What follows belongs to an exercise in optimizing a design on an open flow for small area; a production flow would make more cautious choices. Only simulation tests tie the RTL to the original design; equivalence was not proved. The clock port is modelled as an ideal driver; clocking choices that lean on that would not hold on a real chip.

==> job 2042: inputs <==
## rp_acq
module rp_acq (
    input clk,
    input rst_n,
    input [31:0] gpio_data,
    input [13:0] adc_dat_a_in,
    input ext_trig,
    output [7:0] led_o,
    output [31:0] BRAM_write_address,
    output [31:0] BRAM_write_data,
    output [3:0] BRAM_wren
);
    reg c_st;             
    reg c_prev;           
    reg c_start;          
    reg [23:0] samples;
    reg [23:0] repsn;     
    reg [5:0] hops;       
    always @(posedge clk) begin
        c_prev <= rst_n & gpio_data[31];
        if (!rst_n) begin
            c_st <= 1'b0;
            c_start <= 1'b0;
            samples <= 24'd0;
            repsn <= 24'hffffff;
            hops <= 6'd0;
        end else begin
            c_st <= ~c_st & (gpio_data[31] ^ c_prev);
            c_start <= c_st & (gpio_data[30:24] == 7'b0000001);
            if (c_st && gpio_data[30:25] == 6'b111110) samples <= gpio_data[23:0];
            if (c_st && gpio_data[30:25] == 6'b111111) repsn <= ~gpio_data[23:0];
            if (c_st && gpio_data[30:25] == 6'b111101) hops <= gpio_data[5:0];
        end
    end
    reg [1:0] st;
    reg last_trig;
    reg [2:0] pc;         
    reg [23:0] slat;      
    reg [23:0] rcn;       
    reg [13:0] xr;        
    reg [24:0] widx;      
    wire run = st[1] & st[0];
    wire [25:0] wc;
    wire [24:0] winc;
    assign wc[0] = 1'b1;
    genvar gi;
    generate for (gi = 0; gi < 25; gi = gi + 1) begin : g_winc
        assign winc[gi] = widx[gi] ^ wc[gi];
        assign wc[gi + 1] = widx[gi] & wc[gi];
    end endgenerate
    wire last = (winc[23:0] == slat);
    wire rdc = run & last;
    wire [24:0] rb;
    wire [23:0] rnext;
    assign rb[0] = 1'b1;
    generate for (gi = 0; gi < 24; gi = gi + 1) begin : g_rdec
        assign rnext[gi] = rcn[gi] ^ (rb[gi] & rdc);
        assign rb[gi + 1] = rcn[gi] & rb[gi];
    end endgenerate
    wire pc_last = pc[2] & ~pc[1];
    always @(posedge clk) begin
        if (st == 2'd0) rcn <= repsn;
        else rcn <= rnext;
    end
    always @(posedge clk) begin
        last_trig <= ext_trig;
        if (!rst_n) begin
            st <= 2'd0;
            xr <= 14'd0;
        end else begin
            case (st)
                2'd0: begin
                    if (c_start) st <= 2'd1;
  ...
clock: 8.0 ns
lec_check: 0
abc_area: 1
cap_margin: 10
core_margin: 2
core_utilization: 40
gpl_timing_driven: 0
slew_margin: 10
standard.sh (not shown) runs the stock make flow with config.mk's settings and CLKGATE_MAP_FILE= SYNTH_SCRIPT=/design/flow/synth_recipe.tcl, a recipe that flattens the netlist after the stock synthesis.
==> flow/flow/run.sh <==
#!/bin/bash
# Own layout flow: the standard synthesis, then the combinational logic
# between the standard synthesis's registers and adder cells is re-mapped for
# area with ABC (registers, full and half adders and tie cells are kept as
# they are), then the standard layout with a minimum-size buffer on every
# port.  Each tool writes its full output to a log file in this folder.
set -euo pipefail
W=$PWD
F=$W/flow
R=$W/orfs/results/${FLOW_PLATFORM}/rp_acq/base
YOSYS=${FLOW_HOME}/../tools/install/yosys/bin/yosys
[ -x "$YOSYS" ] || YOSYS=yosys
LIB=${FLOW_HOME}/platforms/${FLOW_PLATFORM}/lib/sky130_fd_sc_hd__tt_025C_1v80.lib

bash standard.sh synth > $W/log_1_standard_synth.log 2>&1
cp $R/1_2_yosys.v $W/standard_synth.v

python3 $F/reopt.py $W/standard_synth.v $W/reopt_in.v > $W/log_2_reopt_py.log 2>&1
bash $F/reopt.sh $W/reopt_in.v $W/reopt_out.v $W > $W/log_3_reopt.log 2>&1
cp $W/reopt_out.v $R/1_2_yosys.v

CTS="-sink_clustering_enable -repair_clock_nets -dont_use_dummy_load -buf_list sky130_fd_sc_hd__clkbuf_8 -sink_clustering_size 20 -sink_clustering_max_diameter 40"
MK=(BUFFER_PORTS_ARGS="-buffer_cell sky130_fd_sc_hd__buf_1" CTS_ARGS="$CTS")
bash standard.sh "${MK[@]}" cts > $W/log_4_standard_to_cts.log 2>&1
CTS_ODB=$R/4_cts.odb CTS_BIG=16 CTS_SMALL=8 openroad -no_init -exit $F/cts_resize.tcl > $W/log_5_cts_resize.log 2>&1
bash standard.sh "${MK[@]}" finish > $W/log_6_standard_layout.log 2>&1
==> flow/flow/cts_resize.tcl <==
# Size each clock tree buffer by the number of flip-flop clock pins it
# drives, so no clock pin sees a slow edge, then re-legalize the placement.
read_db $::env(CTS_ODB)
set block [ord::get_db_block]
set db [ord::get_db]
proc master {name} { return [[ord::get_db] findMaster $name] }
set changed 0
foreach inst [$block getInsts] {
  set m [[$inst getMaster] getName]
  if {![string match "sky130_fd_sc_hd__clkbuf_*" $m]} { continue }
  set out [$inst findITerm X]
  if {$out == "NULL"} { continue }
  set net [$out getNet]
  if {$net == "NULL" || [$net getSigType] != "CLOCK"} { continue }
  set ff 0
  set bufs 0
  foreach it [$net getITerms] {
    if {[$it isOutputSignal]} { continue }
    set mm [[$it getInst] getMaster]
    if {[string match "*clkbuf*" [$mm getName]]} { incr bufs } else { incr ff }
  }
  if {$bufs > 0} { continue }
  if {$ff >= $::env(CTS_BIG)} {
    set want sky130_fd_sc_hd__clkbuf_16
  } elseif {$ff <= $::env(CTS_SMALL)} {
    set want sky130_fd_sc_hd__clkbuf_4
  } else {
    set want sky130_fd_sc_hd__clkbuf_8
  }
  if {$want != $m} {
    puts "[$inst getName]: $ff flip-flops, $m -> $want"
    $inst swapMaster [master $want]
    incr changed
  }
}
puts "clock buffers resized: $changed"
detailed_placement
check_placement -verbose
write_db $::env(CTS_ODB)
==> flow/flow/reopt.sh <==
#!/bin/bash
# Re-map the combinational logic of $1 (prepared by reopt.py) with several
# ABC scripts in parallel (deepsyn is randomized: several seeds) and keep the
# smallest result as $2.  Each run's full output goes to a log in $3.
set -uo pipefail
IN=$1; OUT=$2; LOGDIR=$3
F=$(cd "$(dirname "$0")" && pwd)
YOSYS=${FLOW_HOME}/../tools/install/yosys/bin/yosys
[ -x "$YOSYS" ] || YOSYS=yosys
LIB=${FLOW_HOME}/platforms/${FLOW_PLATFORM}/lib/sky130_fd_sc_hd__tt_025C_1v80.lib
T=${REOPT_SECONDS:-90}
N=${REOPT_SEEDS:-6}
scripts=("strash; &get -n; &dch -f; &nf -a -R 1000; &put")
for s in $(seq 1 $N); do
  scripts+=("strash; &get -n; &deepsyn -T $T -S $s; &dch -f; &nf -a -R 1000; &put")
done
pids=()
for i in "${!scripts[@]}"; do
  d=$LOGDIR/reopt_$i; mkdir -p $d
  echo "${scripts[$i]}" | tr ';' '\n' | sed 's/^ *//' > $d/script.abc
  ( $YOSYS -p "read_liberty -lib $LIB; read_verilog $IN; hierarchy -top ${FLOW_TOP}; opt -purge; techmap; opt -fast; abc -liberty $LIB -dont_use *probe* -dont_use *lpflow* -script $d/script.abc; opt_clean -purge; setundef -zero; hilomap -singleton -hicell sky130_fd_sc_hd__conb_1 HI -locell sky130_fd_sc_hd__conb_1 LO; splitnets; opt_clean -purge; check; tee -o $d/stat.txt stat -liberty $LIB; write_verilog -noattr -nohex -nodec $d/out.v" > $LOGDIR/log_3_reopt_run$i.log 2>&1 ) &
  pids+=($!)
done
for p in "${pids[@]}"; do wait $p || true; done
best=""; bestA=""
for i in "${!scripts[@]}"; do
  d=$LOGDIR/reopt_$i
  a=$(grep "Chip area" $d/stat.txt 2>/dev/null | awk '{print $NF}')
  [ -n "$a" ] && [ -s $d/out.v ] || continue
  echo "run $i: area $a: ${scripts[$i]}"
  if [ -z "$bestA" ] || awk "BEGIN{exit !($a < $bestA)}"; then best=$i; bestA=$a; fi
done
echo "kept run $best, area $bestA"
cp $LOGDIR/reopt_$best/out.v $OUT
Other scripts of this flow, unchanged in this note and not shown: flow/flow/libfunc.py, flow/flow/reopt.py
==> job 2716 (differences from job 2042) <==
--- a/flow/design.v
+++ b/flow/design.v
@@ -9,33 +9,29 @@
     output [31:0] BRAM_write_address,
     output [31:0] BRAM_write_data,
     output [3:0] BRAM_wren
 );
     reg c_st;             
     reg c_prev;           
     reg c_start;          
     reg [23:0] samples;
-    reg [23:0] repsn;     
+    reg [23:0] reps;
     reg [5:0] hops;       
+    wire [23:0] gd = gpio_data[23:0] & {24{rst_n}};
+    wire cmd_s = c_st & (gpio_data[30:25] == 6'b111110);
+    wire cmd_r = c_st & (gpio_data[30:25] == 6'b111111);
+    wire cmd_h = c_st & (gpio_data[30:25] == 6'b111101);
     always @(posedge clk) begin
         c_prev <= rst_n & gpio_data[31];
-        if (!rst_n) begin
-            c_st <= 1'b0;
-            c_start <= 1'b0;
-            samples <= 24'd0;
-            repsn <= 24'hffffff;
-            hops <= 6'd0;
-        end else begin
-            c_st <= ~c_st & (gpio_data[31] ^ c_prev);
-            c_start <= c_st & (gpio_data[30:24] == 7'b0000001);
-            if (c_st && gpio_data[30:25] == 6'b111110) samples <= gpio_data[23:0];
-            if (c_st && gpio_data[30:25] == 6'b111111) repsn <= ~gpio_data[23:0];
-            if (c_st && gpio_data[30:25] == 6'b111101) hops <= gpio_data[5:0];
-        end
+        c_st <= rst_n & ~c_st & (gpio_data[31] ^ c_prev);
+        c_start <= rst_n & c_st & (gpio_data[30:24] == 7'b0000001);
+        if (cmd_s | ~rst_n) samples <= gd;
+        if (cmd_r | ~rst_n) reps <= gd;
+        if (cmd_h | ~rst_n) hops <= gd[5:0];
     end
     reg [1:0] st;
     reg last_trig;
     reg [2:0] pc;         
     reg [23:0] slat;      
     reg [23:0] rcn;       
     reg [13:0] xr;        
     reg [24:0] widx;      
@@ -54,17 +50,17 @@
     wire [23:0] rnext;
     assign rb[0] = 1'b1;
     generate for (gi = 0; gi < 24; gi = gi + 1) begin : g_rdec
         assign rnext[gi] = rcn[gi] ^ (rb[gi] & rdc);
         assign rb[gi + 1] = rcn[gi] & rb[gi];
     end endgenerate
     wire pc_last = pc[2] & ~pc[1];
     always @(posedge clk) begin
-        if (st == 2'd0) rcn <= repsn;
+        if (st == 2'd0) rcn <= ~reps;
         else rcn <= rnext;
     end
     always @(posedge clk) begin
         last_trig <= ext_trig;
         if (!rst_n) begin
             st <= 2'd0;
             xr <= 14'd0;
         end else begin
--- a/flow/flow/run.sh
+++ b/flow/flow/run.sh
@@ -17,10 +17,10 @@
 
 python3 $F/reopt.py $W/standard_synth.v $W/reopt_in.v > $W/log_2_reopt_py.log 2>&1
 bash $F/reopt.sh $W/reopt_in.v $W/reopt_out.v $W > $W/log_3_reopt.log 2>&1
 cp $W/reopt_out.v $R/1_2_yosys.v
 
 CTS="-sink_clustering_enable -repair_clock_nets -dont_use_dummy_load -buf_list sky130_fd_sc_hd__clkbuf_8 -sink_clustering_size 20 -sink_clustering_max_diameter 40"
 MK=(BUFFER_PORTS_ARGS="-buffer_cell sky130_fd_sc_hd__buf_1" CTS_ARGS="$CTS")
 bash standard.sh "${MK[@]}" cts > $W/log_4_standard_to_cts.log 2>&1
-CTS_ODB=$R/4_cts.odb CTS_BIG=16 CTS_SMALL=8 openroad -no_init -exit $F/cts_resize.tcl > $W/log_5_cts_resize.log 2>&1
+CTS_ODB=$R/4_cts.odb CTS_BIG=50 CTS_SMALL=25 openroad -no_init -exit $F/cts_resize.tcl > $W/log_5_cts_resize.log 2>&1
 bash standard.sh "${MK[@]}" finish > $W/log_6_standard_layout.log 2>&1
--- a/flow/flow/cts_resize.tcl
+++ b/flow/flow/cts_resize.tcl
@@ -9,31 +9,40 @@
   set m [[$inst getMaster] getName]
   if {![string match "sky130_fd_sc_hd__clkbuf_*" $m]} { continue }
   set out [$inst findITerm X]
   if {$out == "NULL"} { continue }
   set net [$out getNet]
   if {$net == "NULL" || [$net getSigType] != "CLOCK"} { continue }
   set ff 0
   set bufs 0
+  set xs {}
+  set ys {}
   foreach it [$net getITerms] {
+    set bb [[$it getInst] getBBox]
+    lappend xs [$bb xMin]
+    lappend ys [$bb yMin]
     if {[$it isOutputSignal]} { continue }
     set mm [[$it getInst] getMaster]
     if {[string match "*clkbuf*" [$mm getName]]} { incr bufs } else { incr ff }
   }
   if {$bufs > 0} { continue }
-  if {$ff >= $::env(CTS_BIG)} {
+  # estimated load in fF: about 2 fF per clock pin and 0.25 fF per um of
+  # the pins' half perimeter
+  set hpwl [expr {([tcl::mathfunc::max {*}$xs] - [tcl::mathfunc::min {*}$xs] + [tcl::mathfunc::max {*}$ys] - [tcl::mathfunc::min {*}$ys]) / 1000.0}]
+  set load [expr {2.0 * $ff + 0.25 * $hpwl}]
+  if {$load > $::env(CTS_BIG)} {
     set want sky130_fd_sc_hd__clkbuf_16
-  } elseif {$ff <= $::env(CTS_SMALL)} {
+  } elseif {$load <= $::env(CTS_SMALL)} {
     set want sky130_fd_sc_hd__clkbuf_4
   } else {
     set want sky130_fd_sc_hd__clkbuf_8
   }
   if {$want != $m} {
-    puts "[$inst getName]: $ff flip-flops, $m -> $want"
+    puts "[$inst getName]: $ff flip-flops, load about $load fF, $m -> $want"
     $inst swapMaster [master $want]
     incr changed
   }
 }
 puts "clock buffers resized: $changed"
 detailed_placement
 check_placement -verbose
 write_db $::env(CTS_ODB)
==> flow/flow/reopt.sh (replaced) <==
#!/bin/bash
# Re-map the combinational logic of $1 (prepared by reopt.py) with several
# ABC scripts in parallel, then keep as $2 the result with the smallest area
# after OpenROAD's resizer has repaired it (slew, and setup with a margin of
# REOPT_MARGIN ns, without wires).  Each run's full output goes to a log in $3.
set -uo pipefail
IN=$1; OUT=$2; LOGDIR=$3
F=$(cd "$(dirname "$0")" && pwd)
YOSYS=${FLOW_HOME}/../tools/install/yosys/bin/yosys
[ -x "$YOSYS" ] || YOSYS=yosys
P=${FLOW_HOME}/platforms/${FLOW_PLATFORM}
export LIB=$P/lib/sky130_fd_sc_hd__tt_025C_1v80.lib
export TECH_LEF=$P/lef/sky130_fd_sc_hd.tlef
export SC_LEF=$P/lef/sky130_fd_sc_hd_merged.lef
export EST_MARGIN=${REOPT_MARGIN:-0.3}
export PLATFORM_DIR=$P
T=${REOPT_SECONDS:-60}
scripts=(
  "strash; &get -n; &dch -f; &nf -R 1000; &put"
  "strash; &get -n; &dch -f; &nf; &put"
  "strash; &get -n; &syn2; &dch -f; &nf -R 1000; &put"
  "strash; dc2; &get -n; &dch -f; &nf -R 1000; &put"
  "strash; &get -n; &dch -f; &nf; &put; strash; &get -n; &dch -f; &nf -R 1000; &put"
)
for s in 1 2 3 4 5; do
  scripts+=("strash; &get -n; &deepsyn -T $T -S $s; &dch -f; &nf -R 1000; &put")
done
pids=()
for i in "${!scripts[@]}"; do
  d=$LOGDIR/reopt_$i; mkdir -p $d
  echo "${scripts[$i]}" | tr ';' '\n' | sed 's/^ *//' > $d/script.abc
  ( $YOSYS -p "read_liberty -lib $LIB; read_verilog $IN; hierarchy -top ${FLOW_TOP}; opt -purge; techmap; opt -fast; abc -liberty $LIB -dont_use *probe* -dont_use *lpflow* -script $d/script.abc; opt_clean -purge; setundef -zero; hilomap -singleton -hicell sky130_fd_sc_hd__conb_1 HI -locell sky130_fd_sc_hd__conb_1 LO; splitnets; opt_clean -purge; check; tee -o $d/stat.txt stat -liberty $LIB; write_verilog -noattr -nohex -nodec $d/out.v" > $LOGDIR/log_3_reopt_run$i.log 2>&1
    NET=$d/out.v openroad -no_init -exit $F/reopt_est.tcl > $LOGDIR/log_3_reopt_est$i.log 2>&1 ) &
  pids+=($!)
done
for p in "${pids[@]}"; do wait $p || true; done
best=""; bestE=""
for i in "${!scripts[@]}"; do
  d=$LOGDIR/reopt_$i
  a=$(grep "Chip area" $d/stat.txt 2>/dev/null | awk '{print $NF}')
  e=$(grep "^EST" $LOGDIR/log_3_reopt_est$i.log 2>/dev/null | awk '{print $2}')
  w=$(grep "^WNS1" $LOGDIR/log_3_reopt_est$i.log 2>/dev/null | awk '{print $2}')
  [ -n "$a" ] && [ -n "$e" ] && [ -s $d/out.v ] || continue
  echo "run $i: area $a, after repair $e (slack $w): ${scripts[$i]}"
  if [ -z "$bestE" ] || awk "BEGIN{exit !($e < $bestE)}"; then best=$i; bestE=$e; fi
done
echo "kept run $best"
cp $LOGDIR/reopt_$best/out.v $OUT
==> flow/flow/reopt_est.tcl (new file) <==
# Area of a re-mapped netlist after the resizer has repaired it for slew and
# for setup with a margin, without wires: used only to choose among the
# re-mapping candidates.
read_lef $::env(TECH_LEF)
read_lef $::env(SC_LEF)
read_liberty $::env(LIB)
read_verilog $::env(NET)
link_design $::env(FLOW_TOP)
read_sdc $::env(FLOW_SDC)
source $::env(PLATFORM_DIR)/setRC.tcl
set_dont_use {sky130_fd_sc_hd__probe_p_8 sky130_fd_sc_hd__probec_p_8 *lpflow*}
puts "WNS0 [worst_slack -max]"
repair_design
repair_timing -setup -setup_margin $::env(EST_MARGIN)
puts "WNS1 [worst_slack -max]"
set a 0
foreach inst [get_cells *] { set a [expr {$a + [get_property [get_lib_cells -of_objects $inst] area]}] }
puts "EST $a"
- SETUP_SLACK_MARGIN: not set -> 0.1
==> job 3710 (differences from job 2042) <==
--- a/flow/flow/run.sh
+++ b/flow/flow/run.sh
@@ -17,10 +17,10 @@
 
 python3 $F/reopt.py $W/standard_synth.v $W/reopt_in.v > $W/log_2_reopt_py.log 2>&1
 bash $F/reopt.sh $W/reopt_in.v $W/reopt_out.v $W > $W/log_3_reopt.log 2>&1
 cp $W/reopt_out.v $R/1_2_yosys.v
 
 CTS="-sink_clustering_enable -repair_clock_nets -dont_use_dummy_load -buf_list sky130_fd_sc_hd__clkbuf_8 -sink_clustering_size 20 -sink_clustering_max_diameter 40"
 MK=(BUFFER_PORTS_ARGS="-buffer_cell sky130_fd_sc_hd__buf_1" CTS_ARGS="$CTS")
 bash standard.sh "${MK[@]}" cts > $W/log_4_standard_to_cts.log 2>&1
-CTS_ODB=$R/4_cts.odb CTS_BIG=16 CTS_SMALL=8 openroad -no_init -exit $F/cts_resize.tcl > $W/log_5_cts_resize.log 2>&1
+CTS_ODB=$R/4_cts.odb CTS_BIG=50 CTS_SMALL=25 openroad -no_init -exit $F/cts_resize.tcl > $W/log_5_cts_resize.log 2>&1
 bash standard.sh "${MK[@]}" finish > $W/log_6_standard_layout.log 2>&1
==> flow/flow/abc.constr (new file) <==
set_driving_cell sky130_fd_sc_hd__buf_1
set_load 5
--- a/flow/flow/cts_resize.tcl
+++ b/flow/flow/cts_resize.tcl
@@ -9,31 +9,40 @@
   set m [[$inst getMaster] getName]
   if {![string match "sky130_fd_sc_hd__clkbuf_*" $m]} { continue }
   set out [$inst findITerm X]
   if {$out == "NULL"} { continue }
   set net [$out getNet]
   if {$net == "NULL" || [$net getSigType] != "CLOCK"} { continue }
   set ff 0
   set bufs 0
+  set xs {}
+  set ys {}
   foreach it [$net getITerms] {
+    set bb [[$it getInst] getBBox]
+    lappend xs [$bb xMin]
+    lappend ys [$bb yMin]
     if {[$it isOutputSignal]} { continue }
     set mm [[$it getInst] getMaster]
     if {[string match "*clkbuf*" [$mm getName]]} { incr bufs } else { incr ff }
   }
   if {$bufs > 0} { continue }
-  if {$ff >= $::env(CTS_BIG)} {
+  # estimated load in fF: about 2 fF per clock pin and 0.25 fF per um of
+  # the pins' half perimeter
+  set hpwl [expr {([tcl::mathfunc::max {*}$xs] - [tcl::mathfunc::min {*}$xs] + [tcl::mathfunc::max {*}$ys] - [tcl::mathfunc::min {*}$ys]) / 1000.0}]
+  set load [expr {2.0 * $ff + 0.25 * $hpwl}]
+  if {$load > $::env(CTS_BIG)} {
     set want sky130_fd_sc_hd__clkbuf_16
-  } elseif {$ff <= $::env(CTS_SMALL)} {
+  } elseif {$load <= $::env(CTS_SMALL)} {
     set want sky130_fd_sc_hd__clkbuf_4
   } else {
     set want sky130_fd_sc_hd__clkbuf_8
   }
   if {$want != $m} {
-    puts "[$inst getName]: $ff flip-flops, $m -> $want"
+    puts "[$inst getName]: $ff flip-flops, load about $load fF, $m -> $want"
     $inst swapMaster [master $want]
     incr changed
   }
 }
 puts "clock buffers resized: $changed"
 detailed_placement
 check_placement -verbose
 write_db $::env(CTS_ODB)
==> flow/flow/reopt.sh (replaced) <==
#!/bin/bash
# Re-map the combinational logic of $1 (prepared by reopt.py) with several
# ABC scripts in parallel (deepsyn is randomized: several seeds) and keep the
# smallest result as $2.  Each run's full output goes to a log in $3.
set -uo pipefail
IN=$1; OUT=$2; LOGDIR=$3
F=$(cd "$(dirname "$0")" && pwd)
YOSYS=${FLOW_HOME}/../tools/install/yosys/bin/yosys
[ -x "$YOSYS" ] || YOSYS=yosys
LIB=${FLOW_HOME}/platforms/${FLOW_PLATFORM}/lib/sky130_fd_sc_hd__tt_025C_1v80.lib
T=${REOPT_SECONDS:-90}
N=${REOPT_SEEDS:-6}
POST="; topo; stime -c; buffer -c; upsize -c; dnsize -c"
scripts=("strash; &get -n; &dch -f; &nf -a -R 1000; &put$POST")
for s in $(seq 1 $N); do
  scripts+=("strash; &get -n; &deepsyn -T $T -S $s; &dch -f; &nf -a -R 1000; &put$POST")
done
pids=()
for i in "${!scripts[@]}"; do
  d=$LOGDIR/reopt_$i; mkdir -p $d
  echo "${scripts[$i]}" | tr ';' '\n' | sed 's/^ *//' > $d/script.abc
  ( $YOSYS -p "read_liberty -lib $LIB; read_verilog $IN; hierarchy -top ${FLOW_TOP}; opt -purge; techmap; opt -fast; abc -liberty $LIB -dont_use *probe* -dont_use *lpflow* -D 8000 -constr $F/abc.constr -script $d/script.abc; opt_clean -purge; setundef -zero; hilomap -singleton -hicell sky130_fd_sc_hd__conb_1 HI -locell sky130_fd_sc_hd__conb_1 LO; splitnets; opt_clean -purge; check; tee -o $d/stat.txt stat -liberty $LIB; write_verilog -noattr -nohex -nodec $d/out.v" > $LOGDIR/log_3_reopt_run$i.log 2>&1 ) &
  pids+=($!)
done
for p in "${pids[@]}"; do wait $p || true; done
best=""; bestA=""
for i in "${!scripts[@]}"; do
  d=$LOGDIR/reopt_$i
  a=$(grep "Chip area" $d/stat.txt 2>/dev/null | awk '{print $NF}')
  [ -n "$a" ] && [ -s $d/out.v ] || continue
  echo "run $i: area $a: ${scripts[$i]}"
  if [ -z "$bestA" ] || awk "BEGIN{exit !($a < $bestA)}"; then best=$i; bestA=$a; fi
done
echo "kept run $best, area $bestA"
cp $LOGDIR/reopt_$best/out.v $OUT
- SETUP_SLACK_MARGIN: not set -> 0.1
==> job 7236 (differences from job 2042) <==
--- a/flow/flow/run.sh
+++ b/flow/flow/run.sh
@@ -17,10 +17,10 @@
 
 python3 $F/reopt.py $W/standard_synth.v $W/reopt_in.v > $W/log_2_reopt_py.log 2>&1
 bash $F/reopt.sh $W/reopt_in.v $W/reopt_out.v $W > $W/log_3_reopt.log 2>&1
 cp $W/reopt_out.v $R/1_2_yosys.v
 
 CTS="-sink_clustering_enable -repair_clock_nets -dont_use_dummy_load -buf_list sky130_fd_sc_hd__clkbuf_8 -sink_clustering_size 20 -sink_clustering_max_diameter 40"
 MK=(BUFFER_PORTS_ARGS="-buffer_cell sky130_fd_sc_hd__buf_1" CTS_ARGS="$CTS")
 bash standard.sh "${MK[@]}" cts > $W/log_4_standard_to_cts.log 2>&1
-CTS_ODB=$R/4_cts.odb CTS_BIG=16 CTS_SMALL=8 openroad -no_init -exit $F/cts_resize.tcl > $W/log_5_cts_resize.log 2>&1
+CTS_ODB=$R/4_cts.odb CTS_BIG=13 CTS_SMALL=8 openroad -no_init -exit $F/cts_resize.tcl > $W/log_5_cts_resize.log 2>&1
 bash standard.sh "${MK[@]}" finish > $W/log_6_standard_layout.log 2>&1
==> summary of the runs <==
- Wire length: job 2716 < job 2042 < job 7236 < job 3710.
- Of job 3710 and job 2042, job 3710 has the higher area after synthesis (gap 2.7%, measured against job 2042).
- Sequential cell count is the same in job 2042 and job 7236.
- Of job 2716 and job 7236, job 7236 has the higher critical path depth (gap 4).
- Sequential share of layout area, highest first: job 2716, job 2042, job 7236, job 3710.
- Clock skew, highest first: job 2042, job 7236, job 2716, job 3710.
- Job 2716 ran to the end with no violations. Job 2042 completed with no timing, DRC or antenna violations. Job 7236 completed without violations. Job 3710 went through all stages and came out clean.
- Fmax: job 7236 < job 2042 < job 3710 < job 2716.
- Against job 3710, the core utilization of job 2716 is lower by 0.97 points.
- Between job 2042 and job 3710, the lower final cell count is in job 2042 (gap 3.9%, measured against job 3710).

-- afterwards: timing with drivers on the ports --
The results above use ideal ports. As a check the final layouts listed here were re-extracted and re-timed, cells and wires unchanged. Step 1 (the two cells are an assumption about what drives the block):
set clk [get_ports {clk}]
set_driving_cell -lib_cell sky130_fd_sc_hd__clkbuf_16 $clk
set_driving_cell -lib_cell sky130_fd_sc_hd__buf_2 [delete_from_list [all_inputs] $clk]
Step 2 also shifts input and output timing later by t, the mid clock arrival at the registers, as if the neighbouring blocks saw the same clock. Three values: no drivers, after step 1, after step 2; two values: the first two.
run | t, ns | setup WS [ns] | hold slack, ns | worst register clock-pin slew, ns | cell pins on the clock port's net
job 2042 | 0.512 | 0.157 / 0.157 / 0.157 | 0.355 / 0.355 / 0.355 | 0.12 / 0.12 | 1
job 2716 | 0.510 | 0.459 / 0.459 / 0.459 | 0.365 / 0.365 / 0.365 | 0.09 / 0.09 | 1
job 3710 | 0.530 | 0.383 / 0.383 / 0.383 | 0.366 / 0.366 / 0.366 | 0.10 / 0.10 | 1
job 7236 | 0.534 | 0.144 / 0.144 / 0.144 | 0.355 / 0.355 / 0.355 | 0.12 / 0.12 | 1
After both steps every run listed still meets setup and hold.
